Source: an optimization exercise on an open RTL-to-GDS flow (aim: small area and a short achievable clock period). Production flows keep margins and buffers that such runs may drop. In this exercise RTL edits were held to simulation tests only and were not proved equivalent to the original. Power and IR drop assume default switching activity.

exp/sierra:
==> flow/design.v (excerpt) <==
module PipelinedFAdd (
  input  wire        clk,
  input  wire        rst,
  input  wire [31:0] A,
  input  wire [31:0] B,
  input  wire        operation,
  input  wire        in_valid,
  output wire [31:0] result,
  output wire        out_valid
);
clock: 8.0 ns
lec_check: 0
abc_area: 1
cap_margin: 20
core_margin: 2
core_utilization: 40
cts_buf_list: sky130_fd_sc_hd__clkbuf_8
cts_cluster_diameter: 60
cts_cluster_size: 25
setup_slack_margin: 5
slew_margin: 20
standard.sh (not shown) runs the stock make flow with config.mk's settings and CLKGATE_MAP_FILE= SYNTH_SCRIPT=/design/flow/synth_recipe.tcl, a recipe that flattens the netlist after the stock synthesis.
==> flow/flow/run.sh <==
#!/bin/bash
# Standard layout with these changes:
#  - synthesis maps the logic with ABC after fraiging and dc2 rewriting,
#    and leaves adders to ABC (no full/half adder extraction before it);
#    the ORFS scripts are copied here and only abc_area.script is replaced;
#  - port buffers of a plain buffer cell;
#  - a clock tree of clkbuf_8 leaves under a clkbuf_16 root;
#  - timing repair aiming at a tighter setup margin.
# make's output goes to standard.log, each ORFS step logs to orfs/logs/.
S=$PWD/orfs_scripts
rm -rf "$S"
cp -r "$FLOW_HOME/scripts" "$S"
printf '%s\n' strash '&get -n' '&fraig -x' '&put' dc2 dch 'map -B 0.9' topo 'stime -c' 'buffer -c' 'upsize -c' 'dnsize -c' > "$S/abc_area.script"
bash standard.sh ADDER_MAP_FILE= SCRIPTS_DIR="$S" SETUP_SLACK_MARGIN=5.5 TNS_END_PERCENT=10 \
  "BUFFER_PORTS_ARGS=-buffer_cell sky130_fd_sc_hd__buf_2" \
  "CTS_ARGS=-sink_clustering_enable -repair_clock_nets -sink_clustering_size 20 -sink_clustering_max_diameter 50 -buf_list sky130_fd_sc_hd__clkbuf_8 -root_buf sky130_fd_sc_hd__clkbuf_16 -sink_clustering_levels 1 -num_static_layers 0" \
  finish > standard.log 2>&1
Per the final summary, exp/sierra finished and its layout is clean on timing, DRC and antenna.
For exp/violet, these inputs were changed with respect to exp/sierra:
==> flow/flow/run.sh <==
#!/bin/bash
# Standard layout, with the adder cells left to ABC (no full/half adder
# extraction before it), port buffers of a plain buffer cell, a shallower
# clock tree, and timing repair aiming at a tighter setup margin.
# make's output goes to standard.log, each ORFS step logs to orfs/logs/.
bash standard.sh ADDER_MAP_FILE= SETUP_SLACK_MARGIN=5.5 TNS_END_PERCENT=10 \
  "BUFFER_PORTS_ARGS=-buffer_cell sky130_fd_sc_hd__buf_2" \
  "CTS_ARGS=-sink_clustering_enable -repair_clock_nets -sink_clustering_size 16 -sink_clustering_max_diameter 120 -buf_list sky130_fd_sc_hd__clkbuf_16 -root_buf sky130_fd_sc_hd__clkbuf_16 -sink_clustering_levels 1 -num_static_layers 0" \
  finish > standard.log 2>&1
==> comparison <==
- Delta(largest voltage drop on the vdd net, exp/violet - exp/sierra) < 0
- In the tables for exp/sierra and exp/violet, number of cells in the finished layout apart from fillers reads higher with exp/violet.
- Compared with exp/sierra, exp/violet shows buffer and inverter count on the worst path lower by 18.
- Compared with exp/sierra, the detailed router inserted more vias in exp/violet.
- From exp/sierra to exp/violet the numbers moved as follows: fraction of area in multi-input gates moved up; total wire length up about 10%.
- For exp/sierra, the critical path class was flip-flop to flip-flop, unlike exp/violet, where it was flip-flop to primary output.
What exp/tundra does differently from exp/violet at the input level:
--- a/flow/flow/run.sh
+++ b/flow/flow/run.sh
@@ -8 +8 @@
-  "CTS_ARGS=-sink_clustering_enable -repair_clock_nets -sink_clustering_size 16 -sink_clustering_max_diameter 120 -buf_list sky130_fd_sc_hd__clkbuf_16 -root_buf sky130_fd_sc_hd__clkbuf_16 -sink_clustering_levels 1 -num_static_layers 0" \
+  "CTS_ARGS=-sink_clustering_enable -repair_clock_nets -sink_clustering_size 20 -sink_clustering_max_diameter 50 -buf_list sky130_fd_sc_hd__clkbuf_8 -root_buf sky130_fd_sc_hd__clkbuf_16 -sink_clustering_levels 1 -num_static_layers 0" \
Results
- | combinational gate power | exp/tundra vs exp/violet | ≈ equal |
- For number of clock sinks, exp/tundra and exp/violet come out practically identical.
- [exp/tundra] portion of the layout cell area used by clock cells rose 1.2 points relative to exp/violet
- [compare] base=exp/violet new=exp/tundra: cell count after synthesis essentially unchanged, fraction of power consumed by combinational cells fell 1.4 points, first-pass GRT wire length flat.
- Of exp/tundra and exp/violet, exp/tundra shows the lower final routed wirelength across all metal layers, with exp/violet above it.
diff inputs: exp/tundra => exp/willow
--- a/flow/flow/run.sh
+++ b/flow/flow/run.sh
@@ -6 +6 @@
-bash standard.sh ADDER_MAP_FILE= SETUP_SLACK_MARGIN=5.5 TNS_END_PERCENT=10 \
+bash standard.sh ADDER_MAP_FILE= SETUP_SLACK_MARGIN=5.4 TNS_END_PERCENT=10 \
==> summary.txt <==
Re final number of hold-violating endpoints: no difference whatsoever between exp/willow and exp/tundra.
Diff exp/tundra -> exp/willow: global router's overall resource usage roughly the same, global-route wire length before repair lower.
exp/tundra -> exp/willow: count of buffers inserted at the top-level ports delta 0, exact match

## separate check: timing with driven ports
How much do the figures lean on ideal ports? The routed layouts below were timed once more, with nothing changed but the port constraints.
Step 1 assumes that a clkbuf_16 drives the clock port and a buf_2 every other input.
Step 2 moves the port delays by t, midway between the first and last clock arrival at a register: inputs arrive t later, outputs are due t later. That takes back most of the time a late clock gives input paths.
a / b / c = no drivers / after step 1 / after step 2; a / b = the first two.
| run | t (ns) | setup WS [ns] | hold WS [ns] |
|---|---|---|---|
| exp/sierra | 0.529 | 4.636 / 4.636 / 4.636 | 0.332 / 0.332 / 0.332 |
| exp/violet | 0.536 | 5.436 / 5.392 / 4.984 | 0.327 / 0.327 / 0.327 |
| exp/tundra | 0.538 | 5.423 / 5.380 / 4.959 | 0.331 / 0.331 / 0.331 |
| exp/willow | 0.538 | 5.423 / 5.380 / 4.933 | 0.331 / 0.331 / 0.331 |
After both steps setup and hold are still met in every run listed. For exp/willow, which loses most, drivers alone change the setup slack by -0.043 ns; drivers and shift together by -0.490 ns.
